Background: an optimization exercise with open tools, aiming at small area. Do not read the settings as production practice.
In this exercise RTL edits were held to simulation tests only and were not proved equivalent to the original.
Power is estimated from default activity; no workload was simulated.

File: flow/run.sh
#!/bin/bash
# synth_recipe.tcl (not shown) runs the flow's synth.tcl, then flattens the netlist and writes it again
# the make line also repeats each setting of config.mk as NAME=value (left out here)
make -C /OpenROAD-flow-scripts/flow DESIGN_CONFIG=/design/flow/config.mk WORK_HOME=/design/flow/orfs CLKGATE_MAP_FILE= SYNTH_SCRIPT=/design/flow/synth_recipe.tcl finish
File: flow/config.mk
export PLATFORM = sky130hd
export DESIGN_NAME = lcd_renderer
export DESIGN_NICKNAME = lcd_renderer
export VERILOG_FILES = /design/flow/design.v
export SDC_FILE = /design/flow/constraint.sdc
export NUM_CORES = 4
export LEC_CHECK = 0
export ABC_AREA = 1
export CAP_MARGIN = 20
export CORE_MARGIN = 2
export CORE_UTILIZATION = 70
export SLEW_MARGIN = 20
File: flow/constraint.sdc
create_clock -name core_clock -period 10.0 [get_ports {clk}]
set_input_delay 2.0000 -clock core_clock [delete_from_list [all_inputs] [get_ports {clk}]]
set_output_delay 2.0000 -clock core_clock [all_outputs]
set_load 0.01 [all_outputs]
File: flow/design.v
module RAM (
  input clk,
  input we_s,           
  input we_f,           
  input [9:0] din,      
  input [3:0] col,      
  output reg [7:0] dout
);
  reg [127:0] r0, r1, r2, r3, r4;
  wire [127:0] n0, n1, n2, n3, n4;
  function [127:0] step;
    input [127:0] r;
    input [6:0] es_a, es_b, ef_a, ef_b;
    input a, b, ws, wf;
    begin
      step = {r[126:0], r[127]};
      if (ws) begin step[es_a] = a; step[es_b] = b; end
      if (wf) begin step[ef_a] = a; step[ef_b] = b; end
    end
  endfunction
  assign n0 = step(r0, 7'd57, 7'd125, 7'd90, 7'd30,  din[0], din[5], we_s, we_f);
  assign n1 = step(r1, 7'd45, 7'd113, 7'd78, 7'd18,  din[1], din[6], we_s, we_f);
  assign n2 = step(r2, 7'd33, 7'd101, 7'd66, 7'd6,   din[2], din[7], we_s, we_f);
  assign n3 = step(r3, 7'd21, 7'd89,  7'd54, 7'd122, din[3], din[8], we_s, we_f);
  assign n4 = step(r4, 7'd9,  7'd77,  7'd42, 7'd110, din[4], din[9], we_s, we_f);
  always @(posedge clk) begin
    r0 <= n0; r1 <= n1; r2 <= n2; r3 <= n3; r4 <= n4;
  end
  integer i;
  always @* begin
    for (i = 0; i < 8; i = i + 1)
      case (col)
        4'd1, 4'd6:  dout[i] = r0[7-i];
        4'd2, 4'd7:  dout[i] = r1[7-i];
        4'd3, 4'd8:  dout[i] = r2[7-i];
        4'd4, 4'd9:  dout[i] = r3[7-i];
        default:     dout[i] = r4[7-i];
      endcase
  end
endmodule
module RAM_ctrl (
  input [99:0] game_table,
  input clk,
  input rst_n,
  input en,
  input y_last,           
  input x_last,           
  input init,             
  output reg data_valid,
  output we_s,
  output we_f,
  output reg [9:0] din
);
  reg [3:0] b;
  reg [2:0] m;            
  localparam [2:0] M0 = 3'b000, M2 = 3'b011, M3 = 3'b111, M5 = 3'b100;
  always @* begin
    case (b)
      4'd1: din = game_table[9:0];
      4'd2: din = game_table[19:10];
      4'd3: din = game_table[29:20];
      4'd4: din = game_table[39:30];
      4'd5: din = game_table[49:40];
      4'd6: din = game_table[59:50];
      4'd7: din = game_table[69:60];
      4'd8: din = game_table[79:70];
      4'd9: din = game_table[89:80];
      default: din = game_table[99:90];
    endcase
  end
  wire wr = (b != 4'd0) && (b < 4'd11);
  assign we_s = wr && !init;
  assign we_f = wr && init;
  wire ready = (b == 4'd12) && m[2] && !m[1];    
  wire served = ready && en;
  always @(posedge clk or negedge rst_n) begin
    if (!rst_n) begin
      b <= 4'd0;
      m <= M3;
      data_valid <= 1'b0;
    end else begin
      data_valid <= served;
      if (served && y_last) begin
        if (x_last) begin b <= 4'd0; m <= M3; end
        else begin b <= 4'd11; m <= M2; end
      end else if (!ready) begin
        m <= {m[1:0], ~m[2]};
        if (m[2] && !m[1]) b <= b + 1'b1;
      end
    end
  end
endmodule
module LCD_control (
  input wire clk,
  input wire rst_n,
  input wire [7:0] tap,      
  input wire data_valid,     
  output wire [3:0] col,     
  output wire y_last,
  output wire x_last,
  output wire init,
  output reg LCD_di,
  output wire LCD_rw,
  output reg LCD_en,
  output wire LCD_rst,
  output wire [1:0] LCD_cs,
  output reg [7:0] LCD_data,
  output reg en_tran
);
  localparam [3:0] SETDSL = 4'd0, E_X = 4'd1, E_Y = 4'd2, E_D = 4'd3,
                   SETX = 4'd4, SETY = 4'd5, IDLE = 4'd6, D_D = 4'd7, D_X = 4'd8;
  assign LCD_rst = rst_n;
  assign LCD_cs = 2'b10;
  assign LCD_rw = 1'b0;
  reg [3:0] state;
  reg [2:0] x_cnt;
  reg [3:0] yb;
  reg [2:0] ym;
  assign y_last = (yb == 4'd11) && ym[0] && !ym[1];        
  assign x_last = (x_cnt == 3'd7);
  assign init = (state == SETDSL) || (state == E_X) || (state == E_Y) || (state == E_D);
  assign col = yb;
  wire border = (yb == 4'd0) || (yb == 4'd11);
  wire first_byte = !ym[2] && !ym[0];                       
  wire [7:0] rowmask = (x_cnt == 3'd0) ? 8'b0000_0011 : (x_cnt == 3'd7) ? 8'b1100_0000 : 8'b0;
  always @(posedge clk or negedge rst_n) begin
    if (!rst_n) begin
      LCD_di <= 1'b0;
      LCD_data <= 8'h00;
      LCD_en <= 1'b1;
      state <= SETDSL;
      en_tran <= 1'b0;
      x_cnt <= 3'd0;
      yb <= 4'd0;
      ym <= 3'b110;
    end else begin
      LCD_en <= ~LCD_en;
      en_tran <= 1'b0;
      if (!LCD_en) begin
        case (state)
          SETDSL: begin LCD_di <= 1'b0; LCD_data <= 8'hc0; state <= E_X; end
          E_X:    begin LCD_di <= 1'b0; LCD_data <= {5'b10111, x_cnt}; state <= E_Y; end
          E_Y:    begin LCD_di <= 1'b0; LCD_data <= 8'h40; state <= E_D; end
          E_D: begin
            LCD_di <= 1'b1; LCD_data <= 8'h00;
            if (y_last) begin
              x_cnt <= x_cnt + 1'b1;
              state <= x_last ? SETX : E_X;
            end
          end
          SETX:   begin LCD_di <= 1'b0; LCD_data <= 8'hb8; state <= SETY; end
          SETY:   begin LCD_di <= 1'b0; LCD_data <= 8'h40; state <= IDLE; end
          IDLE:   begin LCD_di <= 1'b0; LCD_data <= 8'h3f; state <= D_D; end
          D_D: begin
            en_tran <= 1'b1;
            if (data_valid) begin
              LCD_di <= 1'b1;
              if (border) LCD_data <= 8'hff;
              else if (first_byte) LCD_data <= tap | rowmask;
              if (y_last) begin
                x_cnt <= x_cnt + 1'b1;
                state <= D_X;
              end
            end
          end
          default: begin    
            LCD_di <= 1'b0; LCD_data <= {5'b10111, x_cnt};
            state <= (x_cnt == 3'd0) ? IDLE : D_D;
          end
        endcase
        if ((state == E_D) || (state == D_D && data_valid)) begin
          if (y_last) begin
            yb <= 4'd0; ym <= 3'b110;
          end else begin
            ym <= {ym[1:0], ~ym[2]};
            if (ym[2] && !ym[1]) yb <= yb + 1'b1;
          end
        end
      end
    end
  end
endmodule
module lcd_renderer (
  input clk,
  input rst_n,
  input [99:0] game_table,
  output LCD_rst,
  output [1:0] LCD_cs,
  output LCD_rw,
  output LCD_di,
  output [7:0] LCD_data,
  output LCD_en
);
  wire en, out_valid, we_s, we_f, y_last, x_last, init;
  wire [9:0] din;
  wire [3:0] col;
  wire [7:0] tap;
  RAM_ctrl ram_c (
    .game_table(game_table), .clk(clk), .rst_n(rst_n), .en(en),
    .y_last(y_last), .x_last(x_last), .init(init), .data_valid(out_valid),
    .we_s(we_s), .we_f(we_f), .din(din)
  );
  RAM R1 (.clk(clk), .we_s(we_s), .we_f(we_f), .din(din), .col(col), .dout(tap));
  LCD_control LCD_ctrl (
    .clk(clk), .rst_n(rst_n), .tap(tap), .data_valid(out_valid),
    .col(col), .y_last(y_last), .x_last(x_last), .init(init),
    .LCD_di(LCD_di), .LCD_rw(LCD_rw), .LCD_en(LCD_en), .LCD_rst(LCD_rst),
    .LCD_cs(LCD_cs), .LCD_data(LCD_data), .en_tran(en)
  );
endmodule
==> notes.md, run 1 <==
total of flip-flops plus latches after synthesis=673; placeable core region=22600 um^2; global-route wire length before repair=53.7 mm; post-synth top area share=0.795; total of endpoints with negative setup slack in the final report=0; standard-cell rows=55; final WL=35.5 mm; post-CTS setup buffers=0; fraction of power spent switching nets=0.198; met2 Resource Use GR=0.510; initial antenna violation count=0; fillers=927; busiest layer in global routing=met2; RSZ-0062 raised after global routing=no; Slew Viols, Final=0; global route total overflow=0; sequential-to-total area share from yosys stat=0.846; library cell with the largest summed area after synthesis=dfxtp_1; commonest non-fill, non-tap cells in the layout=dfxtp_1 (640), nand2_1 (232), clkdlybuf4s50_1 (112); crit start category=input pin; I/O pin cnt=116; Inserted Clock Buffers=57; CTS clock-pin slew for the worst setup and hold paths=0.07 ns; sequential group share of total power=0.540; commonest non-fill, non-tap cell in the layout=dfxtp_1; highest achievable clock rate=182 MHz; number of buffers on the longest clock path=3; Post-synth EDFFs=0; crit path kind=input pin to output port; GR Util met1=0.372; number of global-route vias before repair=between 9000 and 10000; worst slack after detailed placement=4.50 ns; Least-Margin Pin Slew=0.864 ns; floorplan die width=156 um; Synthesis Warnings=3; TritonCTS Sinks=673; Design Area, Final=19600 um^2; remaining antenna violation count=0; number of cells produced by synthesis=1196; Max Cap Violations=0; overall power after layout=5.19 mW; run status=no timing/DRC/antenna violations; final setup slack of the worst path=approximately 4.5 ns; gp weighted congestion=0.820; Initial Utilization=0.712; setup skew after layout=0.00953 ns; nets=approximately 1500; pin count of the biggest net entering global routing=35; clock group share of total power=0.448; kind of end point of the critical path=output port; minimum hold slack=0.321 ns; cell at the root of the clock tree=clkbuf_16; combinational power share=0.011; HPWL Detailed=18.1 mm; clock tree from TritonCTS=built; total number of vias=8970; final number of hold-violating endpoints=0; proportion of layout cells with a drive suffix above 1=0.108; arrival time at the worst endpoint=3.50 ns; diode insertion count for antenna repair=0; count of H-tree levels built during CTS=2; post-synthesis cell type count=37; headroom to the max-slew limit=0.423; area of the die=24300 um^2; internal power component=approximately 4.2 mW; min cycle time layout=5.50 ns; Clock Latency Late Sink=0.56 ns; min-delay worst type=flop to flop; leading register cell type out of synthesis=dfxtp_1; async set-reset flop share out of synthesis=0.0490; Pleak=8.51 nW; DRC violation count after routing=0; switching power total=~1.0 mW; cell area power density=265 nW/um^2; average wire per cell in the routed design=21.0 um; Via-to-Cell Ratio=roughly 5.3; global-route usage over all layers=0.297; required time worst endpoint=8.00 ns; depth of the most critical reg-to-reg path=10; number of resized instances in the post-cts repair step=0; average cell area after synthesis=about 13 um^2; Iter 0 DRT Violations=around 750; top post-synthesis cells by area=dfxtp_1 (79%), nand2_1 (5.4%), dfrtp_1 (4.2%); GR Layer Usage met3=0.0592; final total negative setup slack=0 ns; Max VDD drop=slightly below 0.0002 V; share of the cycle needed by the critical path after routing=0.550; height of the chip=156 um; Cell Area, Synth=16100 um^2; worst hold path stage count=0; number of port buffers=112; CTS hold repair buffers=0; Area growth syn-to-layout=21.4%; post-detailed-placement cell area=roughly 18000 um^2; router iterations before antenna repair=5; largest fanout on the critical path=34
==> metal layers <==
layer  part of all wire  routed length, um  up-vias
li1                   -                  -     4112
met5                  0                  0        -
met1               0.40              14000     4296
met3              0.067               2370      129
met4              0.041               1440        0
met2               0.50              17700      433
==> kinds of logic (layout without fill, tap and decap cells) <==
| family | after synthesis | in the layout | share of synthesized area |
|---|---|---|---|
| other cells | 2 | 3 | 0.000466 |
| buf+inv | 65 | 274 | 0.0175 |
| flops | 673 | 673 | 0.846 |
| compound gates | 41 | 41 | 0.0153 |
| xor+xnor | 4 | 4 | 0.00217 |
| simple gates | 400 | 400 | 0.110 |
| fa+ha+maj | 11 | 11 | 0.00854 |
==> registers in the layout, summed over array words and instances, names as in the netlist, 3 cells and up <==
name               count
LCD_ctrl.LCD_data      8
LCD_ctrl.state         4
LCD_ctrl.x_cnt         3
LCD_ctrl.yb            4
LCD_ctrl.ym            3
R1.r0                128
R1.r1                128
R1.r2                128
R1.r3                128
R1.r4                128
ram_c.b                4
ram_c.m                3
==> power groups by stage <==
stage	sequential, mW	clock [mW]	combinational (mW)
finish	2.81	2.33	0.0595
global route	2.81	2.44	0.0624
CTS	2.81	2.34	0.0589
detailed placement	2.86	0	0.0550
global placement	2.86	0	0.0539
floorplan	2.85	0	0.00947
==> per-stage QoR <==
step / utilization / std cells
after CTS: 0.865 / 1691
after floorplan: - / 1197
after global placement: 0.776 / 1585
after detailed placement: 0.776 / 1585
final: 0.865 / 1691
after global routing: 0.865 / 1691
==> cell type report <==
class                           instances  area [um^2]  area share
Clock buffer                           82         1710      0.0874
Clock inverter                         24          303      0.0155
Inverter                               49          189     0.00965
Multi-Input combinational cell        459         2200       0.112
Sequential cell                       673        13600       0.697
Tap cell                              285          357      0.0182
Timing Repair Buffer                  119         1170      0.0599
==> critical path, stage by stage <==
cell and delay, ns:
clkdlybuf4s50_1 0.45, buf_4 0.40, clkdlybuf4s50_1 0.64
==> final timing paths <==
kind,startpoint,end,slack [ns]
max in group asynchronous,rst_n,LCD_ctrl.LCD_en,7.78
min in group asynchronous,rst_n,ram_c.b[1],1.86
hold reg to reg,R1.r4[75],R1.r4[76],0.32
hold / removal,R1.r4[75],R1.r4[76],0.32
setup / recovery,rst_n,LCD_rst,4.50
setup reg to reg,ram_c.b[1],R1.r1[18],7.15
==> cell usage after synthesis, drive strengths merged, types with 5 or more instances <==
cell type,instances
dfstp,6
nand4,31
dfrtp,27
clkinv,5
a21oi,14
dfxtp,640
nor2,54
buf,13
o21ai,20
inv,44
nand3,71
ha,11
nand2,242
==> run 2, diff against run 1 <==
--- a/flow/config.mk
+++ b/flow/config.mk
@@ -9,4 +9,5 @@
 export CAP_MARGIN = 20
 export CORE_MARGIN = 2
 export CORE_UTILIZATION = 70
+export CTS_BUF_LIST = sky130_fd_sc_hd__clkbuf_2 sky130_fd_sc_hd__clkbuf_4
 export SLEW_MARGIN = 20
==> run 2 against run 1 <==
  * Largest cell class unchanged
  * Wire length shrank 11%
  * Fmax increased by 0.53%
  * Utilization down 0.57 points
  * Register-to-register slack gained 0.16 ns
  * Worst setup slack improved by 0.029 ns
  * Count of clock-buffer cells in the layout is 136 higher
  * Combinational power shrank 5.9%
==> notes.md, run 2 <==
run status=no timing/DRC/antenna violations; average cell area after synthesis=13.5 um^2 (unchanged); internal power component=3.87 mW (-7.0%); number of port buffers=112 (unchanged); final total negative setup slack=0 ns (unchanged); cell with the most instances after synthesis=dfxtp_1; worst hold start=R1.r3[8]; Initial Utilization=0.712 (unchanged); Cell Area, Synth=16100 um^2 (unchanged); start point of the critical path=rst_n; Least-Margin Pin Slew=0.823 ns (-0.0415 ns); standard-cell rows=55 (unchanged); commonest non-fill, non-tap cell in the layout=dfxtp_1; reg-to-reg critical path endpoint=R1.r2[101]; post-synthesis cell type count=37 (unchanged); total number of vias=9079 (+1.2%); Inserted Clock Buffers=149 (+160%); depth of the most critical reg-to-reg path=10 (unchanged); library cell with the largest summed area after synthesis=dfxtp_1; total of endpoints with negative setup slack in the final report=0 (unchanged); placeable core region=22600 um^2 (unchanged); commonest cells in the netlist=dfxtp_1 (640), nand2_1 (232), nand3_1 (67); Area growth syn-to-layout=20.6%; number of resized instances in the post-cts repair step=0 (unchanged); clock group share of total power=0.420 (-0.028); fraction of power spent switching nets=0.215 (+0.0169); number of buffers on the longest clock path=3 (unchanged); setup skew after layout=0.0886 ns (+0.0791 ns); final core occ=0.859 (-0.00569); leading register cell type out of synthesis=dfxtp_1; number of global-route vias before repair=9778 (+2.8%); startpoint of the worst-slack reg-to-reg timing path=ram_c.b[1]; sequential-to-total area share from yosys stat=0.846 (unchanged); WHS Endpoint=R1.r3[9]; commonest non-fill, non-tap cells in the layout=dfxtp_1 (640), nand2_1 (232), clkbuf_4 (218); fraction of the mapped netlist area in compound gates=0.0153 (unchanged); Clock Latency Late Sink=0.82 ns (+0.26 ns); XOR/XNOR share of the synthesized area=0.00217 (unchanged); switching power total=1.06 mW (+3.1%); global-route wire length before repair=49.6 mm (-7.6%); kind of end point of the critical path=output port; total of flip-flops plus latches after synthesis=673 (unchanged); async set-reset flop share out of synthesis=0.0490 (unchanged); arrival time at the worst endpoint=3.47 ns (-0.03 ns); number of cells produced by synthesis=1196 (unchanged); worst reg-to-reg setup slack=7.31 ns (+0.16 ns); overall power after layout=4.93 mW (-5.0%); Via-to-Cell Ratio=4.93 (-7.0%); final WL=31.6 mm (-11%); Pleak=8.62 nW (+1.3%); top post-synthesis cells by area=dfxtp_1 (79%), nand2_1 (5.4%), dfrtp_1 (4.2%); Max VDD drop=0.000201 V (+2.5%); highest achievable clock rate=183 MHz (+0.53%); remaining antenna violation count=0 (unchanged); count of H-tree levels built during CTS=4 (+2); sequential group share of total power=0.568 (+0.028); I/O pin cnt=116 (unchanged); share of the cycle needed by the critical path after routing=0.547 (-0.00292); CTS clock-pin slew for the worst setup and hold paths=0.08 ns (about the same); DRC violation count after routing=0 (unchanged); Max Cap Violations=0 (unchanged); height of the chip=156 um (unchanged); clock tree from TritonCTS=built; post-CTS setup buffers=0 (unchanged); largest fanout on the critical path=34 (unchanged); final number of hold-violating endpoints=0 (unchanged); router iterations before antenna repair=5 (unchanged); main combinational cell family by area after synthesis=simple AND/OR/NAND/NOR gates; worst slack after detailed placement=4.50 ns (unchanged); average wire per cell in the routed design=17.2 um (-18%); CTS hold repair buffers=0 (unchanged); pin count of the biggest net entering global routing=35 (unchanged); Slew Viols, Final=0 (unchanged); fillers=1082 (+17%); cell at the root of the clock tree=clkbuf_4; floorplan die width=156 um (unchanged); combinational power share=0.011 (about the same); global route total overflow=0 (unchanged); min-delay worst type=flop to flop; TritonCTS Sinks=673 (unchanged); worst hold path stage count=0 (unchanged); global-route usage over all layers=0.272 (-0.0248); simple-gate share of the synthesized area=0.110 (unchanged); min cycle time layout=5.47 ns (-0.0292 ns); HPWL Detailed=18.1 mm (unchanged); required time worst endpoint=8.00 ns (about the same); final setup slack of the worst path=4.53 ns (+0.0292 ns); post-synth top area share=0.795 (unchanged); Synthesis Warnings=3 (unchanged); crit start category=input pin; RSZ-0062 raised after global routing=no; area share of fa/ha/maj cells after synthesis=0.00854 (unchanged); proportion of layout cells with a drive suffix above 1=0.185 (+0.0771); Iter 0 DRT Violations=473 (-37%); crit path kind=input pin to output port; area of the die=24300 um^2 (unchanged); gp weighted congestion=0.820 (unchanged); nets=1564 (+6.3%); headroom to the max-slew limit=0.451 (+0.0277); initial antenna violation count=1 (+1); Post-synth EDFFs=0 (unchanged); portion of netlist area occupied by mux cells=0 (unchanged); cell area power density=254 nW/um^2 (-4.4%)
-- run 2: layer usage --
| layer | track usage | vias to the layer above | part of all wire |
|---|---|---|---|
| met2 | 0.455 | 295 | 0.49 |
| li1 | - | 4384 | - |
| met5 | 0 | - | 0 |
| met4 | 0.131 | 0 | 0.031 |
| met3 | 0.0833 | 78 | 0.062 |
| met1 | 0.323 | 4322 | 0.41 |
-- run 2: how the worst max path moves through the flow --
stage	cells after the start	slack [ns]	end
floorplan	1	5.88	LCD_rst
global placement	3	4.51	LCD_rst
detailed placement	3	4.50	LCD_rst
CTS	3	4.50	LCD_rst
global route	3	4.40	LCD_rst
finish	3	4.53	LCD_rst
-- run 2: cells by family after synthesis --
kind of cell | Yosys count
other | 2
adder cells (fa/ha/maj) | 11
buffers and inverters | 65
flip-flops | 673
XOR/XNOR | 4
AO/OA/AOI/OAI | 41
AND/OR/NAND/NOR | 400
-- run 2: critical path: stages --
cell	delay, ns
clkdlybuf4s50_1	0.45
buf_4	0.39
clkdlybuf4s50_1	0.62
-- run 2: layout make-up --
class	count	area, um^2	area share
Clock inverter	37	246	0.0127
Inverter	49	189	0.00971
Sequential cell	673	13600	0.702
Antenna cell	1	2.50	0.000129
Tap cell	285	357	0.0183
Clock buffer	218	1640	0.0841
Multi-Input combinational cell	459	2200	0.113
Timing Repair Buffer	119	1170	0.0603
-- run 2: stage by stage --
step | std cells | cell area, um^2 | hold WS (ns)
finish | 1841 | 19400 | 0.288
global route | 1841 | 19400 | 0.287
CTS | 1840 | 19400 | 0.285
detailed placement | 1585 | 17600 | 0.312
global placement | 1585 | 17600 | 0.310
floorplan | 1197 | 16100 | 0.310
-- run 2: power groups by stage --
stage / Clock, mW / Combinational [mW] / Sequential [mW]
2_1_floorplan: 0 / 0.00947 / 2.85
3_3_place_gp: 0 / 0.0539 / 2.86
3_5_place_dp: 0 / 0.0550 / 2.86
4_1_cts: 2.12 / 0.0562 / 2.80
5_1_grt: 2.25 / 0.0599 / 2.81
6_report: 2.07 / 0.0560 / 2.80
==> run 3, diff against run 2 <==
--- a/flow/config.mk
+++ b/flow/config.mk
@@ -9,5 +9,6 @@
 export CAP_MARGIN = 20
 export CORE_MARGIN = 2
 export CORE_UTILIZATION = 70
-export CTS_BUF_LIST = sky130_fd_sc_hd__clkbuf_2 sky130_fd_sc_hd__clkbuf_4
+export CTS_BUF_LIST = sky130_fd_sc_hd__clkbuf_4
+export CTS_CLUSTER_SIZE = 30
 export SLEW_MARGIN = 20
==> run 3 against run 2 <==
  * Critical path depth stayed put
  * Utilization stayed put
  * Fmax stayed put
  * Clock skew stayed put
  * Worst hold slack stayed put
  * Non-clock buffer count stayed put
  * Combinational power hardly changed
  * Synthesized cell count stayed put
  * Sequential power hardly changed
  * Still clean on timing, DRC and antenna
  * Sequential cell count stayed put
  * Wire length stayed put
  * Area after synthesis stayed put
==> notes.md, run 3 <==
run status=no timing/DRC/antenna violations; combinational power share=0.011 (about the same); placeable core region=22600 um^2 (unchanged); total of endpoints with negative setup slack in the final report=0 (unchanged); remaining antenna violation count=0 (unchanged); number of port buffers=112 (unchanged); proportion of layout cells with a drive suffix above 1=0.185 (unchanged); global-route usage over all layers=0.272 (unchanged); final WL=31.6 mm (unchanged); post-synth top area share=0.795 (unchanged); Pleak=8.62 nW (unchanged); Inserted Clock Buffers=149 (unchanged); height of the chip=156 um (unchanged); fraction of power spent switching nets=0.215 (unchanged); GR Layer Usage met3=0.0833 (unchanged); min-delay worst type=flop to flop; cell at the root of the clock tree=clkbuf_4; standard-cell rows=55 (unchanged); crit start category=input pin; minimum hold slack=0.288 ns (unchanged); setup skew after layout=0.0886 ns (unchanged); sequential group share of total power=0.568 (about the same); area of the die=24300 um^2 (unchanged); headroom to the max-slew limit=0.451 (unchanged); number of cells produced by synthesis=1196 (unchanged); Least-Margin Pin Slew=0.823 ns (unchanged); cell with the most instances after synthesis=dfxtp_1; Post-synth EDFFs=0 (unchanged); global route total overflow=0 (unchanged); internal power component=3.87 mW (unchanged); crit path kind=input pin to output port; clock group share of total power=0.420 (about the same); CTS clock-pin slew for the worst setup and hold paths=0.08 ns (about the same); total of flip-flops plus latches after synthesis=673 (unchanged); number of global-route vias before repair=9778 (unchanged); post-CTS setup buffers=0 (unchanged); switching power total=1.06 mW (unchanged); DRC violation count after routing=0 (unchanged); commonest cells in the netlist=dfxtp_1 (640), nand2_1 (232), nand3_1 (67); HPWL Detailed=18.1 mm (unchanged); Slew Viols, Final=0 (unchanged); Clock Latency Late Sink=0.82 ns (about the same); async set-reset flop share out of synthesis=0.0490 (unchanged); number of resized instances in the post-cts repair step=0 (unchanged); commonest non-fill, non-tap cell in the layout=dfxtp_1; Via-to-Cell Ratio=4.93 (unchanged); pin count of the biggest net entering global routing=35 (unchanged); arrival time at the worst endpoint=3.47 ns (about the same); clock tree from TritonCTS=built; final number of hold-violating endpoints=0 (unchanged); Synthesis Warnings=3 (unchanged); sequential-to-total area share from yosys stat=0.846 (unchanged); Iter 0 DRT Violations=473 (unchanged); CTS hold repair buffers=0 (unchanged); Area growth syn-to-layout=20.6% (unchanged); global-route wire length before repair=49.6 mm (unchanged); I/O pin cnt=116 (unchanged); Initial Utilization=0.712 (unchanged); count of H-tree levels built during CTS=4 (unchanged); post-synthesis cell type count=37 (unchanged); top post-synthesis cells by area=dfxtp_1 (79%), nand2_1 (5.4%), dfrtp_1 (4.2%); kind of end point of the critical path=output port; Max Cap Violations=0 (unchanged); met2 Resource Use GR=0.455 (unchanged); share of the cycle needed by the critical path after routing=0.547 (unchanged); post-placement cell count=1585 (unchanged); average cell area after synthesis=13.5 um^2 (unchanged); GR Util met1=0.323 (unchanged); Cell Area, Synth=16100 um^2 (unchanged); final standard cell count with taps included and fillers excluded=1841 (unchanged); min cycle time layout=5.47 ns (unchanged); average wire per cell in the routed design=17.2 um (unchanged); largest fanout on the critical path=34 (unchanged); total number of vias=9079 (unchanged); TritonCTS Sinks=673 (unchanged); required time worst endpoint=8.00 ns (about the same); cell area power density=254 nW/um^2 (unchanged); floorplan die width=156 um (unchanged); number of buffers on the longest clock path=3 (unchanged); highest achievable clock rate=183 MHz (unchanged); initial antenna violation count=1 (unchanged); Max VDD drop=0.000201 V (unchanged); RSZ-0062 raised after global routing=no; gp weighted congestion=0.820 (unchanged); commonest non-fill, non-tap cells in the layout=dfxtp_1 (640), nand2_1 (232), clkbuf_4 (218); leading register cell type out of synthesis=dfxtp_1; library cell with the largest summed area after synthesis=dfxtp_1; router iterations before antenna repair=5 (unchanged); busiest layer in global routing=met2; nets=1564 (unchanged); final total negative setup slack=0 ns (unchanged)
==> run 3: cell counts in the layout (fill, tap and decap cells not counted) <==
Identical to the previous run, type by type.
==> run 3: final timing paths <==
kind	start	to	slack, ns	depth (start not counted)
min in group asynchronous	rst_n	ram_c.data_valid	1.59	2
hold reg to reg	R1.r3[8]	R1.r3[9]	0.29	0
max in group asynchronous	rst_n	ram_c.b[3]	8.01	2
setup reg to reg	ram_c.b[1]	R1.r2[101]	7.31	10
hold / removal	R1.r3[8]	R1.r3[9]	0.29	0
setup / recovery	rst_n	LCD_rst	4.53	3
==> run 3: logic make-up after synthesis <==
logic type                 count (synthesis)  share of synthesized area
buffers and inverters                     65                     0.0175
AOI/OAI and AO/OA                         41                     0.0153
adders and majority gates                 11                    0.00854
xor gates and xnor gates                   4                    0.00217
other                                      2                   0.000466
and+or+nand+nor                          400                      0.110
DFF                                      673                      0.846
==> run 3: cell type report <==
cell class / count / area [um^2]
inverters: 49 / 189
clock buffers: 218 / 1640
fillers: 1082 / 3190
flip-flops and latches: 673 / 13600
well taps: 285 / 357
multi-input cells: 459 / 2200
diodes: 1 / 2.50
clock inverters: 37 / 246
repair buffers: 119 / 1170
==> run 3: power by group through the flow <==
stage / logic [mW] / registers, mW / clock network (mW)
global route: 0.0599 / 2.81 / 2.25
floorplan: 0.00947 / 2.85 / 0
global placement: 0.0539 / 2.86 / 0
detailed placement: 0.0550 / 2.86 / 0
finish: 0.0560 / 2.80 / 2.07
CTS: 0.0562 / 2.80 / 2.12
==> run 3: metal layers <==
| layer | share of wire | vias to the layer above |
|---|---|---|
| li1 | - | 4384 |
| met1 | 0.41 | 4322 |
| met2 | 0.49 | 295 |
| met3 | 0.062 | 78 |
| met4 | 0.031 | 0 |
| met5 | 0 | - |
==> run 3: per-stage QoR <==
stage	setup slack [ns]	power, mW	cell area (um^2)	util
5_1_grt	4.40	5.12	19400	0.859
3_5_place_dp	4.50	2.92	17600	0.776
2_1_floorplan	5.88	2.86	16100	-
3_3_place_gp	4.51	2.91	17600	0.776
6_report	4.53	4.93	19400	0.859
4_1_cts	4.50	4.98	19400	0.859
==> run 3: critical path: stages <==
cell and delay [ns]:
clkdlybuf4s50_1 0.45, buf_4 0.39, clkdlybuf4s50_1 0.62
==> run 4, diff against run 3 <==
==> flow/config.mk (replaced) <==
export PLATFORM = sky130hd
export DESIGN_NAME = lcd_renderer
export DESIGN_NICKNAME = lcd_renderer
export VERILOG_FILES = /design/flow/design.v
export SDC_FILE = /design/flow/constraint.sdc
export NUM_CORES = 4
export LEC_CHECK = 0
export CAP_MARGIN = 20
export CORE_MARGIN = 2
export CORE_UTILIZATION = 70
export CTS_BUF_LIST = sky130_fd_sc_hd__clkbuf_8
export CTS_CLUSTER_DIAMETER = 60
export CTS_CLUSTER_SIZE = 20
export SLEW_MARGIN = 20
==> run 4 against run 3 <==
  * Still clean on timing, DRC and antenna
  * Register-to-register slack got worse by 0.23 ns
  * Largest cell class unchanged
  * Fmax grew 0.29%
  * Highest routed layer is now met5
  * Combinational power up 1%
  * Largest power group unchanged
  * Sequential power about the same
  * Utilization decreased by 6.2 points
  * Via count shrank 17%
  * Final area down 7.5%
  * First-iteration DRC count rose by 14%
==> notes.md, run 4 <==
Synthesis Warnings=3 (unchanged); standard-cell rows=55 (unchanged); cell at the root of the clock tree=clkbuf_8; gp weighted congestion=0.858 (+4.6%); cell with the most instances after synthesis=dfxtp_1; placeable core region=22600 um^2 (-0.30%); run status=no timing/DRC/antenna violations; area of the die=24100 um^2 (-0.55%); average cell area after synthesis=15.4 um^2 (+14%); global route total overflow=0 (unchanged); total of endpoints with negative setup slack in the final report=0 (unchanged); Largest delay share family, worst path=buffers and inverters; initial antenna violation count=1 (unchanged); Iter 0 DRT Violations=540 (+14%); TritonCTS Sinks=673 (unchanged); number of resized instances in the post-cts repair step=0 (unchanged); height of the chip=155 um (-0.28%); setup skew after layout=0.0208 ns (-0.0679 ns); library cell with the largest summed area after synthesis=dfxtp_1; Inserted Clock Buffers=40 (-73%); minimum hold slack=0.319 ns (+0.0305 ns); final standard cell count with taps included and fillers excluded=1457 (-21%); floorplan die width=155 um (-0.28%); total of flip-flops plus latches after synthesis=673 (unchanged); cell area power density=221 nW/um^2 (-13%); cell breakdown of the critical path=clkdlybuf4s50_1 -> buf_4 -> clkdlybuf4s50_1; met2 Resource Use GR=0.328 (-0.127); arrival time at the worst endpoint=3.45 ns (-0.02 ns); Slew Viols, Final=0 (unchanged); Post-synth EDFFs=0 (unchanged); number of cells produced by synthesis=1040 (-13%); sequential-to-total area share from yosys stat=0.851 (+0.00482); Crit-path slowest cell=clkdlybuf4s50_1; total number of vias=7575 (-17%); Initial Utilization=0.710 (-0.00188); commonest non-fill, non-tap cell in the layout=dfxtp_1; final number of hold-violating endpoints=0 (unchanged); leading register cell type out of synthesis=dfxtp_1; proportion of layout cells with a drive suffix above 1=0.0708 (-0.114); number of buffer and inverter instances along the worst setup path=3 (unchanged); Via-to-Cell Ratio=5.20 (+5.4%); Area growth syn-to-layout=12.2%; crit-path most repeated cell=clkdlybuf4s50_1; post-CTS setup buffers=0 (unchanged); pin count of the biggest net entering global routing=35 (unchanged); busiest layer in global routing=met2; number of buffers on the longest clock path=3 (unchanged); average wire per cell in the routed design=18.0 um (+4.8%); final setup slack of the worst path=4.55 ns (+0.0160 ns); min cycle time layout=5.45 ns (-0.0160 ns); nets=1280 (-18%); Design Area, Final=18000 um^2 (-7.5%); post-placement cell count=1410 (-11%); final core occ=0.797 (-0.0619); async set-reset flop share out of synthesis=0.0490 (unchanged); crit path kind=input pin to output port; I/O pin cnt=116 (unchanged); router iterations before antenna repair=8 (+3); share of the cycle needed by the critical path after routing=0.545 (-0.00160); headroom to the max-slew limit=0.284 (-0.167); crit start category=input pin; worst slack after detailed placement=4.52 ns (+0.0280 ns); CTS clock-pin slew for the worst setup and hold paths=0.12 ns (+0.04 ns); GR Util met1=0.328 (+0.00532); Max Cap Violations=0 (unchanged); HPWL Detailed=16.5 mm (-9.1%); Least-Margin Pin Slew=1.07 ns (+0.251 ns); Cell Area, Synth=16000 um^2 (-0.57%); commonest non-fill, non-tap cells in the layout=dfxtp_1 (640), clkdlybuf4s50_1 (112), nand2_1 (52); kind of end point of the critical path=output port; number of global-route vias before repair=7555 (-23%); GR Layer Usage met3=0.0468 (-0.0365); required time worst endpoint=8.00 ns (about the same); commonest cells in the netlist=dfxtp_1 (640), nand2_1 (52), o21ai_0 (37); CTS hold repair buffers=0 (unchanged); post-synth top area share=0.799 (+0.00453); count of H-tree levels built during CTS=2 (-2); Clock Latency Late Sink=0.57 ns (-0.25 ns); number of port buffers=112 (unchanged); maximum single-stage delay on the critical path=0.62 ns (about the same); global-route wire length before repair=40.7 mm (-18%); DRC violation count after routing=0 (unchanged); Pleak=7.35 nW (-15%); highest achievable clock rate=183 MHz (+0.29%); clock tree from TritonCTS=built; post-detailed-placement cell area=17400 um^2 (-1.1%); RSZ-0062 raised after global routing=no; largest fanout on the critical path=34 (unchanged); diode insertion count for antenna repair=0 (-1); top post-synthesis cells by area=dfxtp_1 (80%), dfrtp_1 (4.2%), nand2_1 (1.2%); global-route usage over all layers=0.220 (-0.0521); Max VDD drop=0.000176 V (-12%); post-synthesis cell type count=63 (+70%); min-delay worst type=flop to flop; remaining antenna violation count=0 (unchanged); final total negative setup slack=0 ns (unchanged); final WL=26.2 mm (-17%); overall power after layout=3.98 mW (-19%)
## run 4: layout make-up
cell class                 instances  area, um^2
multi-input combinational        322        2150
timing repair buffer             118        1170
clock inverter                     5        46.3
fill                            1280        4580
inverter                          12        45.0
tap                              285         357
sequential                       673       13600
clock buffer                      42         578
## run 4: cells by family after synthesis
family,after synthesis,synth area share
AOI/OAI and AO/OA,161,0.0722
xor gates and xnor gates,2,0.00156
adders and majority gates,11,0.00859
buffers and inverters,46,0.0150
DFF,673,0.851
muxes,20,0.0135
other,2,0.000468
and+or+nand+nor,125,0.0375
## run 4: worst paths after layout
| check | startpoint | to | slack, ns | cells past startpoint |
|---|---|---|---|---|
| max | rst_n | LCD_rst | 4.55 | 3 |
| min | R1.r1[78] | R1.r1[79] | 0.32 | 0 |
| max reg2reg | ram_c.b[0] | R1.r4[9] | 7.08 | 6 |
| min reg2reg | R1.r1[78] | R1.r1[79] | 0.32 | 0 |
| max in group asynchronous | rst_n | LCD_ctrl.ym[1] | 7.83 | 2 |
| min in group asynchronous | rst_n | LCD_ctrl.en_tran | 1.81 | 2 |
## run 4: power breakdown
| part | total [mW] | switching, mW | internal [mW] |
|---|---|---|---|
| Clock | 1.13 | 0.738 | 0.390 |
| Combinational | 0.0568 | 0.0165 | 0.0403 |
| Sequential | 2.80 | 0.0257 | 2.77 |
| Total | 3.98 | 0.780 | 3.20 |
## run 4: layer usage
layer / vias to the layer above / wire length, um
li1: 3706 / -
met4: 2 / 548
met3: 48 / 1430
met2: 198 / 11600
met5: - / 12
met1: 3621 / 12600
==> run 5, diff against run 4 <==
--- a/flow/config.mk
+++ b/flow/config.mk
@@ -8,7 +8,7 @@
 export CAP_MARGIN = 20
 export CORE_MARGIN = 2
 export CORE_UTILIZATION = 70
-export CTS_BUF_LIST = sky130_fd_sc_hd__clkbuf_8
+export CTS_BUF_LIST = sky130_fd_sc_hd__clkbuf_16
 export CTS_CLUSTER_DIAMETER = 60
-export CTS_CLUSTER_SIZE = 20
+export CTS_CLUSTER_SIZE = 30
 export SLEW_MARGIN = 20
==> run 5 against run 4 <==
  * Still clean
  * Via count up 0.86%
  * Critical path depth unchanged
  * Final area up 1.0%
  * Worst hold slack better by 0.0021 ns
  * Non-clock buffer count unchanged
  * Sequential cell count unchanged
  * Sequential power about the same
  * Final cell count down 0.62%
  * Utilization up 0.82 points
  * Largest power group unchanged
==> notes.md, run 5 <==
final total negative setup slack=0 ns (unchanged); Max VDD drop=0.000176 V (about the same); crit-path most repeated cell=clkdlybuf4s50_1; area of the die=24100 um^2 (unchanged); CTS hold repair buffers=0 (unchanged); worst hold path stage count=0 (unchanged); Max Cap Violations=0 (unchanged); global-route usage over all layers=0.236 (+0.0157); placeable core region=22600 um^2 (unchanged); number of buffer and inverter instances along the worst setup path=3 (unchanged); arrival time at the worst endpoint=3.45 ns (about the same); WHS Endpoint=R1.r2[126]; setup skew after layout=0.0248 ns (+0.00407 ns); height of the chip=155 um (unchanged); worst hold start=R1.r2[125]; final number of hold-violating endpoints=0 (unchanged); Cell Area, Synth=16000 um^2 (unchanged); Post-synth EDFFs=0 (unchanged); Clock Latency Late Sink=0.58 ns (about the same); total of flip-flops plus latches after synthesis=673 (unchanged); cell breakdown of the critical path=clkdlybuf4s50_1 -> buf_4 -> clkdlybuf4s50_1; cell with the most instances after synthesis=dfxtp_1; min cycle time layout=5.45 ns (-0.000190 ns); initial antenna violation count=1 (unchanged); post-placement cell count=1410 (unchanged); DRC violation count after routing=0 (unchanged); global-route wire length before repair=43.2 mm (+6.2%); count of H-tree levels built during CTS=1 (-1); cell at the root of the clock tree=clkbuf_16; global route total overflow=0 (unchanged); top post-synthesis cells by area=dfxtp_1 (80%), dfrtp_1 (4.2%), nand2_1 (1.2%); Pleak=7.42 nW (+0.95%); cell area power density=230 nW/um^2 (+3.8%); sequential-to-total area share from yosys stat=0.851 (unchanged); async set-reset flop share out of synthesis=0.0490 (unchanged); remaining antenna violation count=0 (unchanged); average cell area after synthesis=15.4 um^2 (unchanged); final standard cell count with taps included and fillers excluded=1448 (-0.62%); Crit-path slowest cell=clkdlybuf4s50_1; area taken by multi-input logic gates=2150 um^2 (unchanged); number of port buffers=112 (unchanged); number of global-route vias before repair=7716 (+2.1%); worst reg-to-reg setup slack=6.98 ns (-0.10 ns); kind of end point of the critical path=output port; share of the cycle needed by the critical path after routing=0.545 (about the same); nets=1268 (-0.94%); Inserted Clock Buffers=28 (-30%); startpoint of the worst-slack reg-to-reg timing path=ram_c.b[0]; standard-cell rows=55 (unchanged); maximum single-stage delay on the critical path=0.62 ns (about the same); TritonCTS Sinks=673 (unchanged); highest achievable clock rate=183 MHz (about the same); reg-to-reg critical path endpoint=R1.r4[77]; crit start category=input pin; fillers=1214 (-5.2%); average wire per cell in the routed design=19.4 um (+7.9%); crit path kind=input pin to output port; router iterations before antenna repair=5 (-3); total of endpoints with negative setup slack in the final report=0 (unchanged); HPWL Detailed=16.5 mm (unchanged); commonest cells in the netlist=dfxtp_1 (640), nand2_1 (52), o21ai_0 (37); clock tree from TritonCTS=built; Least-Margin Pin Slew=1.07 ns (+0.000174 ns); Iter 0 DRT Violations=603 (+12%); required time worst endpoint=8.00 ns (about the same); depth of the most critical reg-to-reg path=6 (unchanged); footprint of the flip-flops and latches=13600 um^2 (unchanged); proportion of layout cells with a drive suffix above 1=0.0636 (-0.00719); pin count of the biggest net entering global routing=35 (unchanged); Area growth syn-to-layout=13.4%; Synthesis Warnings=3 (unchanged); RSZ-0062 raised after global routing=no; number of resized instances in the post-cts repair step=0 (unchanged); largest fanout on the critical path=34 (unchanged); post-CTS setup buffers=0 (unchanged); Slew Viols, Final=0 (unchanged); leading register cell type out of synthesis=dfxtp_1; Initial Utilization=0.710 (unchanged); library cell with the largest summed area after synthesis=dfxtp_1; Largest delay share family, worst path=buffers and inverters; commonest non-fill, non-tap cell in the layout=dfxtp_1; min-delay worst type=flop to flop; diode insertion count for antenna repair=0 (unchanged); total number of vias=7640 (+0.86%); I/O pin cnt=116 (unchanged); run status=no timing/DRC/antenna violations; gp weighted congestion=0.858 (unchanged); number of cells produced by synthesis=1040 (unchanged); post-synth top area share=0.799 (unchanged); Via-to-Cell Ratio=5.28 (+1.5%); post-synthesis cell type count=63 (unchanged); final WL=28.1 mm (+7.2%); floorplan die width=155 um (unchanged); headroom to the max-slew limit=0.284 (about the same); CTS clock-pin slew for the worst setup and hold paths=0.11 ns (about the same); number of buffers on the longest clock path=3 (unchanged); commonest non-fill, non-tap cells in the layout=dfxtp_1 (640), clkdlybuf4s50_1 (112), nand2_1 (52)
==> run 5: changes by cell type in the layout (fill, tap and decap cells not counted) <==
cell / before / now
clkbuf_8: 42 / 0
inv_1: 13 / 12
inv_8: 0 / 2
inv_16: 0 / 2
clkinv_1: 0 / 1
clkbuf_16: 0 / 28
inv_6: 3 / 1
clkinv_2: 0 / 2
clkinvlp_4: 0 / 1
==> run 5: worst reg2reg max path, stage by stage, from the launching register on <==
cell and delay (ns):
dfrtp_1 0.47, inv_1 0.16, ha_1 0.89, nor3_1 0.10
a22o_1 0.48, a211oi_1 0.54, o21ai_0 0.22
==> run 5: cell type report <==
cell class                 instances  share of cell area
clock buffer                      28              0.0385
multi-input combinational        322               0.119
timing repair buffer             118              0.0642
sequential                       673               0.751
inverter                          12             0.00248
clock inverter                    10             0.00599
tap                              285              0.0196
==> run 5: power breakdown <==
| part | internal [mW] | switching [mW] |
|---|---|---|
| combinational | 0.0404 | 0.0176 |
| clock | 0.529 | 0.790 |
| sequential | 2.77 | 0.0282 |
| total | 3.34 | 0.835 |
==> run 5: metal layers <==
layer,share of wire,global-route usage,wire length [um]
met2,0.47,0.378,13200
met5,0.00043,0,12
met4,0.025,0.0638,715
met1,0.45,0.336,12700
met3,0.053,0.0429,1500
==> run 5: worst max path at each step <==
| stage | from | end | cells past startpoint |
|---|---|---|---|
| floorplan | rst_n | LCD_rst | 1 |
| global placement | rst_n | LCD_rst | 3 |
| detailed placement | rst_n | LCD_rst | 3 |
| CTS | rst_n | LCD_rst | 3 |
| global route | rst_n | LCD_rst | 3 |
| finish | rst_n | LCD_rst | 3 |
==> run 5: cell families after synthesis <==
family	after synthesis	share of synthesized area
buf+inv	46	0.0150
compound gates	161	0.0722
mux	20	0.0135
other cells	2	0.000468
fa+ha+maj	11	0.00859
xor+xnor	2	0.00156
flops	673	0.851
simple gates	125	0.0375
==> run 5: stage by stage <==
step / setup WS, ns / hold slack [ns] / area (um^2) / util / total power [mW]
floorplan: 5.88 / 0.310 / 16000 / - / 2.86
global placement: 4.49 / 0.311 / 17400 / 0.769 / 2.91
detailed placement: 4.52 / 0.312 / 17400 / 0.769 / 2.92
CTS: 4.52 / 0.324 / 18200 / 0.805 / 4.20
global route: 4.43 / 0.323 / 18200 / 0.805 / 4.30
finish: 4.55 / 0.321 / 18200 / 0.805 / 4.18
==> run 6, diff against run 5 <==
==> flow/flow/run.sh (new file) <==
#!/bin/bash
set -euo pipefail
cat >> config.mk <<'C'
export BUFFER_PORTS_ARGS = -buffer_cell sky130_fd_sc_hd__buf_1
export CTS_ARGS = -sink_clustering_enable -repair_clock_nets -dont_use_dummy_load -buf_list sky130_fd_sc_hd__clkbuf_8 -sink_clustering_size 16 -sink_clustering_max_diameter 40
C
bash standard.sh finish > make.log 2>&1
==> flow/standard.sh (new file) <==
#!/bin/bash
# synth_recipe.tcl (not shown) runs the flow's synth.tcl, then flattens the netlist and writes it again
# the make line also repeats each setting of config.mk as NAME=value (left out here)
make -C /OpenROAD-flow-scripts/flow DESIGN_CONFIG=/design/flow/config.mk WORK_HOME=/design/flow/orfs CLKGATE_MAP_FILE= SYNTH_SCRIPT=/design/flow/synth_recipe.tcl "${@:-finish}"
--- a/flow/config.mk
+++ b/flow/config.mk
@@ -8,7 +8,6 @@
 export CAP_MARGIN = 20
 export CORE_MARGIN = 2
 export CORE_UTILIZATION = 70
-export CTS_BUF_LIST = sky130_fd_sc_hd__clkbuf_16
-export CTS_CLUSTER_DIAMETER = 60
-export CTS_CLUSTER_SIZE = 30
 export SLEW_MARGIN = 20
+export BUFFER_PORTS_ARGS = -buffer_cell sky130_fd_sc_hd__buf_1
+export CTS_ARGS = -sink_clustering_enable -repair_clock_nets -dont_use_dummy_load -buf_list sky130_fd_sc_hd__clkbuf_8 -sink_clustering_size 16 -sink_clustering_max_diameter 40
removed: flow/run.sh
==> run 6 against run 5 <==
  * Final area fell by 4.4%
  * Utilization shrank 3.5 points
  * Total power shrank 3.8%
  * Final cell count rose by 0.97%
  * Worst hold slack worse by 0.029 ns
  * Via count shrank 0.18%
  * Synthesized cell count did not move
  * Critical path type unchanged
  * Critical endpoint unchanged
==> notes.md, run 6 <==
run status=no timing/DRC/antenna violations; number of buffers on the longest clock path=3 (unchanged); internal power component=3.25 mW (-2.7%); global-route usage over all layers=0.209 (-0.0269); diode insertion count for antenna repair=0 (unchanged); share of the cycle needed by the critical path after routing=0.488 (-0.0570); pin count of the biggest net entering global routing=35 (unchanged); required time worst endpoint=8.00 ns (about the same); maximum single-stage delay on the critical path=0.66 ns (+0.04 ns); Area growth syn-to-layout=8.43%; cell breakdown of the critical path=clkbuf_2 -> buf_1; Post-synth EDFFs=0 (unchanged); cell at the root of the clock tree=clkbuf_8; HPWL Detailed=15.7 mm (-4.8%); final WL=24.9 mm (-11%); area taken by multi-input logic gates=2150 um^2 (-0.12%); count of H-tree levels built during CTS=2 (+1); fraction of power spent switching nets=0.191 (-0.00891); nets=1292 (+1.9%); Largest delay share family, worst path=buffers and inverters; global route total overflow=0 (unchanged); average cell area after synthesis=15.4 um^2 (unchanged); clock group share of total power=0.296 (-0.020); setup skew after layout=0.0464 ns (+0.0215 ns); clock tree from TritonCTS=built; Crit-path slowest cell=clkbuf_2; cell with the most instances after synthesis=dfxtp_1; Max Cap Violations=0 (unchanged); headroom to the max-slew limit=0.404 (+0.119); final number of hold-violating endpoints=0 (unchanged); crit start category=input pin; worst slack after detailed placement=5.07 ns (+0.544 ns); standard-cell rows=55 (unchanged); CTS clock-pin slew for the worst setup and hold paths=0.08 ns (-0.03 ns); Clock Latency Late Sink=0.59 ns (about the same); post-synth top area share=0.799 (unchanged); minimum hold slack=0.292 ns (-0.0286 ns); remaining antenna violation count=0 (unchanged); number of global-route vias before repair=7351 (-4.7%); number of resized instances in the post-cts repair step=0 (unchanged); number of buffer and inverter instances along the worst setup path=2 (-1); average wire per cell in the routed design=17.0 um (-12%); crit path kind=input pin to output port; Synthesis Warnings=3 (unchanged); post-CTS setup buffers=0 (unchanged); Design Area, Final=17400 um^2 (-4.4%); highest achievable clock rate=205 MHz (+12%); library cell with the largest summed area after synthesis=dfxtp_1; Least-Margin Pin Slew=0.894 ns (-0.179 ns); Pleak=7.10 nW (-4.3%); CTS hold repair buffers=0 (unchanged); combinational power share=0.008 (-0.006); final core occ=0.770 (-0.0353); height of the chip=155 um (unchanged); placeable core region=22600 um^2 (unchanged); final standard cell count with taps included and fillers excluded=1462 (+0.97%); Via-to-Cell Ratio=5.22 (-1.1%); router iterations before antenna repair=8 (+3); commonest cells in the netlist=dfxtp_1 (640), nand2_1 (52), o21ai_0 (37); initial antenna violation count=0 (-1); final setup slack of the worst path=5.12 ns (+0.570 ns); commonest non-fill, non-tap cells in the layout=dfxtp_1 (640), buf_1 (111), nand2_1 (52), clkbuf_8 (52), o21ai_0 (37); I/O pin cnt=116 (unchanged); total of endpoints with negative setup slack in the final report=0 (unchanged); post-placement cell count=1410 (unchanged); commonest non-fill, non-tap cell in the layout=dfxtp_1; min-delay worst type=flop to flop; Max VDD drop=0.000163 V (-7.6%); async set-reset flop share out of synthesis=0.0490 (unchanged); final total negative setup slack=0 ns (unchanged); arrival time at the worst endpoint=2.88 ns (-0.57 ns); total number of vias=7626 (-0.18%); Slew Viols, Final=0 (unchanged); RSZ-0062 raised after global routing=no; overall power after layout=4.02 mW (-3.8%); switching power total=0.768 mW (-8.1%); Iter 0 DRT Violations=574 (-4.8%); Initial Utilization=0.710 (unchanged); floorplan die width=155 um (unchanged); post-detailed-placement cell area=16700 um^2 (-4.0%); kind of end point of the critical path=output port; proportion of layout cells with a drive suffix above 1=0.0756 (+0.0120); Inserted Clock Buffers=52 (+86%); total of flip-flops plus latches after synthesis=673 (unchanged); cell area power density=231 nW/um^2 (+0.60%); leading register cell type out of synthesis=dfxtp_1; DRC violation count after routing=0 (unchanged); min cycle time layout=4.88 ns (-0.570 ns); Cell Area, Synth=16000 um^2 (unchanged); sequential group share of total power=0.696 (+0.025); number of port buffers=112 (unchanged); post-synthesis cell type count=63 (unchanged); footprint of the flip-flops and latches=13600 um^2 (unchanged); top post-synthesis cells by area=dfxtp_1 (80%), dfrtp_1 (4.2%), nand2_1 (1.2%); largest fanout on the critical path=34 (unchanged); TritonCTS Sinks=673 (unchanged); sequential-to-total area share from yosys stat=0.851 (unchanged); number of cells produced by synthesis=1040 (unchanged); global-route wire length before repair=38.6 mm (-11%); area of the die=24100 um^2 (unchanged); fillers=1351 (+11%); gp weighted congestion=0.829 (-3.4%)
[run 6: final cells by class]
cell class,instances,area share
inverters,12,0.00259
flip-flops and latches,673,0.785
clock buffers,52,0.0412
multi-input cells,322,0.124
well taps,285,0.0205
repair buffers,118,0.0268
[run 6: final timing paths]
path / to / slack [ns] / cells after the start / from
hold reg to reg: R1.r3[10] / 0.29 / 0 / R1.r3[9]
setup / recovery: LCD_rst / 5.12 / 2 / rst_n
hold / removal: R1.r3[10] / 0.29 / 0 / R1.r3[9]
min in group asynchronous: ram_c.b[1] / 1.52 / 1 / rst_n
max in group asynchronous: LCD_ctrl.yb[3] / 7.88 / 1 / rst_n
setup reg to reg: R1.r1[18] / 7.24 / 7 / ram_c.b[0]
[run 6: cells by family (layout without fill, tap and decap cells)]
family | Yosys count | in the layout | share of synthesized area
xor+xnor | 2 | 2 | 0.00156
mux | 20 | 20 | 0.0135
flops | 673 | 673 | 0.851
fa+ha+maj | 11 | 11 | 0.00859
compound gates | 161 | 161 | 0.0722
simple gates | 125 | 125 | 0.0375
buf+inv | 46 | 182 | 0.0150
other cells | 2 | 3 | 0.000468
[run 6: metal layers]
layer / global-route usage / up-vias / part of all wire
met4: 0.0738 / 0 / 0.028
li1: - / 3719 / -
met5: 0 / - / 0
met3: 0.0582 / 59 / 0.067
met2: 0.302 / 240 / 0.43
met1: 0.306 / 3608 / 0.48
[run 6: power by group through the flow]
stage	registers [mW]	clock network, mW	logic [mW]
after floorplan	2.85	0	0.0103
after global placement	2.86	0	0.0299
after detailed placement	2.86	0	0.0308
after CTS	2.80	1.23	0.0309
after global routing	2.81	1.33	0.0348
final	2.80	1.19	0.0312
==> run 7, diff against run 6 <==
==> flow/flow/run.sh (replaced) <==
#!/bin/bash
set -euo pipefail
cat >> config.mk <<'C'
export BUFFER_PORTS_ARGS = -buffer_cell sky130_fd_sc_hd__buf_1
export CTS_ARGS = -sink_clustering_enable -repair_clock_nets -dont_use_dummy_load -buf_list sky130_fd_sc_hd__clkbuf_4 -sink_clustering_size 12 -sink_clustering_max_diameter 25
C
bash standard.sh finish > make.log 2>&1
--- a/flow/config.mk
+++ b/flow/config.mk
@@ -10,4 +10,4 @@
 export CORE_UTILIZATION = 70
 export SLEW_MARGIN = 20
 export BUFFER_PORTS_ARGS = -buffer_cell sky130_fd_sc_hd__buf_1
-export CTS_ARGS = -sink_clustering_enable -repair_clock_nets -dont_use_dummy_load -buf_list sky130_fd_sc_hd__clkbuf_8 -sink_clustering_size 16 -sink_clustering_max_diameter 40
+export CTS_ARGS = -sink_clustering_enable -repair_clock_nets -dont_use_dummy_load -buf_list sky130_fd_sc_hd__clkbuf_4 -sink_clustering_size 12 -sink_clustering_max_diameter 25
==> run 7 against run 6 <==
  * Still clean on timing, DRC and antenna
  * Via count increased by 3.1%
  * Final area up 0.65%
  * Final cell count grew 4.2%
  * Sequential share of layout area is 0.51 points lower
  * Area after synthesis did not move
  * Utilization grew 0.50 points
  * Register-to-register slack got worse by 0.05 ns
  * Global-route usage increased by 0.53 points
  * Wire length up 1.3%
  * Clock power rose by 6%
  * Largest power group unchanged
==> notes.md, run 7 <==
run status=no timing/DRC/antenna violations; largest fanout on the critical path=34 (unchanged); maximum single-stage delay on the critical path=0.66 ns (about the same); commonest non-fill, non-tap cells in the layout=dfxtp_1 (640), buf_1 (111), clkbuf_4 (109); total of endpoints with negative setup slack in the final report=0 (unchanged); number of cells produced by synthesis=1040 (unchanged); async set-reset flop share out of synthesis=0.0490 (unchanged); Clock Latency Late Sink=0.72 ns (+0.13 ns); min-delay worst type=flop to flop; sequential-to-total area share from yosys stat=0.851 (unchanged); global route total overflow=0 (unchanged); final WL=25.2 mm (+1.3%); TritonCTS Sinks=673 (unchanged); leading register cell type out of synthesis=dfxtp_1; library cell with the largest summed area after synthesis=dfxtp_1; Crit-path slowest cell=clkbuf_2; DRC violation count after routing=0 (unchanged); area taken by multi-input logic gates=2150 um^2 (unchanged); final number of hold-violating endpoints=0 (unchanged); crit start category=input pin; share of the cycle needed by the critical path after routing=0.489 (+0.000548); height of the chip=155 um (unchanged); Iter 0 DRT Violations=538 (-6.3%); commonest cells in the netlist=dfxtp_1 (640), nand2_1 (52), o21ai_0 (37); required time worst endpoint=8.00 ns (about the same); remaining antenna violation count=0 (unchanged); highest achievable clock rate=205 MHz (-0.11%); floorplan die width=155 um (unchanged); number of buffers on the longest clock path=3 (unchanged); proportion of layout cells with a drive suffix above 1=0.118 (+0.0427); area of the die=24100 um^2 (unchanged); gp weighted congestion=0.829 (unchanged); average wire per cell in the routed design=16.6 um (-2.7%); minimum hold slack=0.260 ns (-0.0317 ns); cell with the most instances after synthesis=dfxtp_1; total number of vias=7865 (+3.1%); commonest non-fill, non-tap cell in the layout=dfxtp_1; clock tree from TritonCTS=built; Max Cap Violations=0 (unchanged); fillers=1371 (+1.5%); Post-synth EDFFs=0 (unchanged); Slew Viols, Final=0 (unchanged); Max VDD drop=0.000139 V (-15%); Pleak=7.23 nW (+1.8%); placeable core region=22600 um^2 (unchanged); CTS clock-pin slew for the worst setup and hold paths=0.08 ns (about the same); min cycle time layout=4.89 ns (+0.00548 ns); setup skew after layout=0.0810 ns (+0.0346 ns); count of H-tree levels built during CTS=3 (+1); number of resized instances in the post-cts repair step=0 (unchanged); I/O pin cnt=116 (unchanged); Cell Area, Synth=16000 um^2 (unchanged); cell at the root of the clock tree=clkbuf_4; global-route usage over all layers=0.214 (+0.00527); nets=1349 (+4.4%); arrival time at the worst endpoint=2.89 ns (about the same); Synthesis Warnings=3 (unchanged); HPWL Detailed=15.7 mm (unchanged); Least-Margin Pin Slew=0.894 ns (-0.000467 ns); Largest delay share family, worst path=buffers and inverters; number of global-route vias before repair=7876 (+7.1%); number of port buffers=112 (unchanged); worst reg-to-reg setup slack=7.19 ns (-0.05 ns); cell area power density=234 nW/um^2 (+1.0%); overall power after layout=4.09 mW (+1.7%); Via-to-Cell Ratio=5.16 (-1.0%); total of flip-flops plus latches after synthesis=673 (unchanged); initial antenna violation count=2 (+2); average cell area after synthesis=15.4 um^2 (unchanged); footprint of the flip-flops and latches=13600 um^2 (unchanged); headroom to the max-slew limit=0.404 (about the same); Initial Utilization=0.710 (unchanged); crit path kind=input pin to output port; Inserted Clock Buffers=109 (+110%); standard-cell rows=55 (unchanged); final total negative setup slack=0 ns (unchanged); post-CTS setup buffers=0 (unchanged); global-route wire length before repair=39.6 mm (+2.7%); router iterations before antenna repair=7 (-1); number of buffer and inverter instances along the worst setup path=2 (unchanged); RSZ-0062 raised after global routing=no; cell breakdown of the critical path=clkbuf_2 -> buf_1; Area growth syn-to-layout=9.13%; post-synth top area share=0.799 (unchanged); pin count of the biggest net entering global routing=35 (unchanged); post-synthesis cell type count=63 (unchanged); kind of end point of the critical path=output port; top post-synthesis cells by area=dfxtp_1 (80%), dfrtp_1 (4.2%), nand2_1 (1.2%); CTS hold repair buffers=0 (unchanged)
[run 7: cell count changes in the layout (fill, tap and decap cells not counted), sizes merged]
cell and change:
clkbuf +57, diode +4
[run 7: cell families (layout without fill, tap and decap cells)]
| logic type | after synthesis | in the layout | share of synthesized area |
|---|---|---|---|
| AOI/OAI and AO/OA | 161 | 161 | 0.0722 |
| xor gates and xnor gates | 2 | 2 | 0.00156 |
| adders and majority gates | 11 | 11 | 0.00859 |
| buffers and inverters | 46 | 239 | 0.0150 |
| DFF | 673 | 673 | 0.851 |
| muxes | 20 | 20 | 0.0135 |
| other | 2 | 7 | 0.000468 |
| and+or+nand+nor | 125 | 125 | 0.0375 |
[run 7: final timing paths]
path	start	endpoint	depth (start not counted)
worst max-delay path	rst_n	LCD_rst	2
worst min-delay path	R1.r0[51]	R1.r0[52]	0
worst max register to register	ram_c.b[0]	R1.r2[6]	7
worst min register to register	R1.r0[51]	R1.r0[52]	0
max in group asynchronous	rst_n	LCD_ctrl.LCD_data[6]	1
min in group asynchronous	rst_n	ram_c.b[1]	1
[run 7: cell type report]
cell class	instances	share of cell area
antenna	4	0.000572
inverter	12	0.00257
tap	285	0.0204
clock buffer	109	0.0468
multi-input combinational	322	0.123
sequential	673	0.780
timing repair buffer	118	0.0267
[run 7: through the flow]
step	worst slack [ns]	std cells	instance area (um^2)	utilization
floorplan	5.88	1041	16000	-
global placement	5.09	1410	16700	0.738
detailed placement	5.07	1410	16700	0.738
CTS	5.07	1519	17500	0.775
global route	4.97	1521	17500	0.775
finish	5.11	1523	17500	0.775
[run 7: routing by layer]
layer / GRT usage / vias to the layer above / wire length [um]
met4: 0.0926 / 0 / 573
met3: 0.0721 / 58 / 1820
met2: 0.304 / 270 / 10900
li1: - / 3877 / -
met1: 0.302 / 3660 / 11900
met5: 0 / - / 0
[run 7: power breakdown]
part	internal, mW	total, mW	leakage (nW)	switching, mW
logic	0.0144	0.0311	0.980	0.0167
registers	2.77	2.80	5.75	0.0247
clock network	0.498	1.26	0.502	0.759
total	3.29	4.09	7.23	0.800
[run 7: worst register-to-register path: stages, from the launching register on]
cell and delay (ns):
dfrtp_1 0.45, inv_1 0.15, ha_1 0.37, buf_4 0.35
nor2b_1 0.18, o22ai_1 0.12, nand2_1 0.62, mux2_2 0.41
==> run 8, diff against run 7 <==
==> flow/flow/run.sh (replaced) <==
#!/bin/bash
set -euo pipefail
cat >> config.mk <<'C'
export BUFFER_PORTS_ARGS = -buffer_cell sky130_fd_sc_hd__buf_1
export CTS_ARGS = -sink_clustering_enable -repair_clock_nets -dont_use_dummy_load -buf_list sky130_fd_sc_hd__clkbuf_4 -sink_clustering_size 11 -sink_clustering_max_diameter 30
C
bash standard.sh finish > make.log 2>&1
--- a/flow/config.mk
+++ b/flow/config.mk
@@ -10,4 +10,4 @@
 export CORE_UTILIZATION = 70
 export SLEW_MARGIN = 20
 export BUFFER_PORTS_ARGS = -buffer_cell sky130_fd_sc_hd__buf_1
-export CTS_ARGS = -sink_clustering_enable -repair_clock_nets -dont_use_dummy_load -buf_list sky130_fd_sc_hd__clkbuf_4 -sink_clustering_size 12 -sink_clustering_max_diameter 25
+export CTS_ARGS = -sink_clustering_enable -repair_clock_nets -dont_use_dummy_load -buf_list sky130_fd_sc_hd__clkbuf_4 -sink_clustering_size 11 -sink_clustering_max_diameter 30
==> run 8 against run 7 <==
  * Final area down 1.1%
  * Register-to-register slack better by 0.03 ns
  * Non-clock buffer count unchanged
  * Worst setup slack better by 0.0081 ns
  * Total power down 3.2%
  * Sequential power about the same
  * Sequential cell count unchanged
  * Utilization down 0.83 points
  * First-iteration DRC count up 23%
  * Final cell count down 1.8%
  * Fmax up 0.17%
  * Largest power group unchanged
==> notes.md, run 8 <==
largest fanout on the critical path=34 (unchanged); worst reg-to-reg setup slack=7.22 ns (+0.03 ns); global-route wire length before repair=39.1 mm (-1.4%); number of buffer and inverter instances along the worst setup path=2 (unchanged); sequential group share of total power=0.708 (+0.023); main combinational cell family by area after synthesis=compound AO/OA/AOI/OAI gates; Cell Area, Synth=16000 um^2 (unchanged); Pleak=7.12 nW (-1.5%); internal power component=3.18 mW (-3.2%); remaining antenna violation count=0 (unchanged); final WL=25.1 mm (-0.61%); number of port buffers=112 (unchanged); maximum single-stage delay on the critical path=0.66 ns (about the same); Iter 0 DRT Violations=664 (+23%); crit start category=input pin; simple-gate share of the synthesized area=0.0375 (unchanged); minimum hold slack=0.279 ns (+0.0186 ns); Max Cap Violations=0 (unchanged); post-synth top area share=0.799 (unchanged); clock tree from TritonCTS=built; fraction of the mapped netlist area in compound gates=0.0722 (unchanged); number of cells produced by synthesis=1040 (unchanged); final setup slack of the worst path=5.12 ns (+0.00808 ns); Crit-path slowest cell=clkbuf_2; number of buffers on the longest clock path=3 (unchanged); pin count of the biggest net entering global routing=35 (unchanged); highest achievable clock rate=205 MHz (+0.17%); library cell with the largest summed area after synthesis=dfxtp_1; cell area power density=228 nW/um^2 (-2.2%); Synthesis Warnings=3 (unchanged); Via-to-Cell Ratio=5.23 (+1.3%); async set-reset flop share out of synthesis=0.0490 (unchanged); TritonCTS Sinks=673 (unchanged); final standard cell count with taps included and fillers excluded=1496 (-1.8%); final total negative setup slack=0 ns (unchanged); setup skew after layout=0.0662 ns (-0.0148 ns); CTS clock-pin slew for the worst setup and hold paths=0.10 ns (+0.02 ns); fraction of power spent switching nets=0.196 (about the same); kind of end point of the critical path=output port; RSZ-0062 raised after global routing=no; total of flip-flops plus latches after synthesis=673 (unchanged); HPWL Detailed=15.7 mm (unchanged); standard-cell rows=55 (unchanged); min cycle time layout=4.88 ns (-0.00808 ns); switching power total=0.774 mW (-3.3%); arrival time at the worst endpoint=2.88 ns (about the same); number of resized instances in the post-cts repair step=0 (unchanged); Max VDD drop=0.000155 V (+12%); cell at the root of the clock tree=clkbuf_4; Initial Utilization=0.710 (unchanged); post-CTS setup buffers=0 (unchanged); crit path kind=input pin to output port; run status=no timing/DRC/antenna violations; router iterations before antenna repair=8 (+1); global-route usage over all layers=0.212 (-0.00250); Design Area, Final=17300 um^2 (-1.1%); gp weighted congestion=0.829 (unchanged); Post-synth EDFFs=0 (unchanged); floorplan die width=155 um (unchanged); count of H-tree levels built during CTS=3 (unchanged); portion of netlist area occupied by mux cells=0.0135 (unchanged); Clock Latency Late Sink=0.70 ns (-0.02 ns); clock group share of total power=0.285 (-0.023); startpoint of the worst-slack reg-to-reg timing path=ram_c.b[0]; leading register cell type out of synthesis=dfxtp_1; post-placement cell count=1410 (unchanged); reg-to-reg critical path endpoint=R1.r1[18]; headroom to the max-slew limit=0.409 (+0.00504); placeable core region=22600 um^2 (unchanged); initial antenna violation count=1 (-1); depth of the most critical reg-to-reg path=7 (unchanged)
[run 8: cells by family after synthesis]
kind of cell	after synthesis
other	2
buffers and inverters	46
adder cells (fa/ha/maj)	11
multiplexers	20
XOR/XNOR	2
flip-flops	673
AO/OA/AOI/OAI	161
AND/OR/NAND/NOR	125
[run 8: layout make-up]
class	count	area (um^2)	area share
well taps	285	357	0.0206
multi-input cells	322	2150	0.124
inverters	12	45.0	0.00260
diodes	1	2.50	0.000145
flip-flops and latches	673	13600	0.788
clock buffers	85	638	0.0369
repair buffers	118	467	0.0270
[run 8: power by group through the flow]
stage	Sequential (mW)	Combinational (mW)	Clock, mW
finish	2.80	0.0312	1.13
global route	2.81	0.0347	1.28
CTS	2.80	0.0310	1.17
detailed placement	2.86	0.0308	0
global placement	2.86	0.0299	0
floorplan	2.85	0.0103	0
[run 8: how the worst max path moves through the flow]
stage / from / end / slack, ns / cells after the start
after floorplan: rst_n / LCD_rst / 5.88 / 1
after global placement: rst_n / LCD_rst / 5.09 / 2
after detailed placement: rst_n / LCD_rst / 5.07 / 2
after CTS: rst_n / LCD_rst / 5.07 / 2
after global routing: rst_n / LCD_rst / 4.97 / 2
final: rst_n / LCD_rst / 5.12 / 2
[run 8: per-layer routing]
metal	wire [um]	GRT usage	vias up
met4	690	0.0856	0
li1	-	-	3828
met5	0	0	-
met1	11700	0.305	3670
met2	10800	0.301	266
met3	1900	0.0663	61

Check on run 8: ideal ports give 5.122 ns setup slack; a clkbuf_16 on the clock port and buf_2 on the inputs give 5.101 ns; moving port delays by the midpoint clock arrival (0.710 ns) as well gives 5.101 ns.
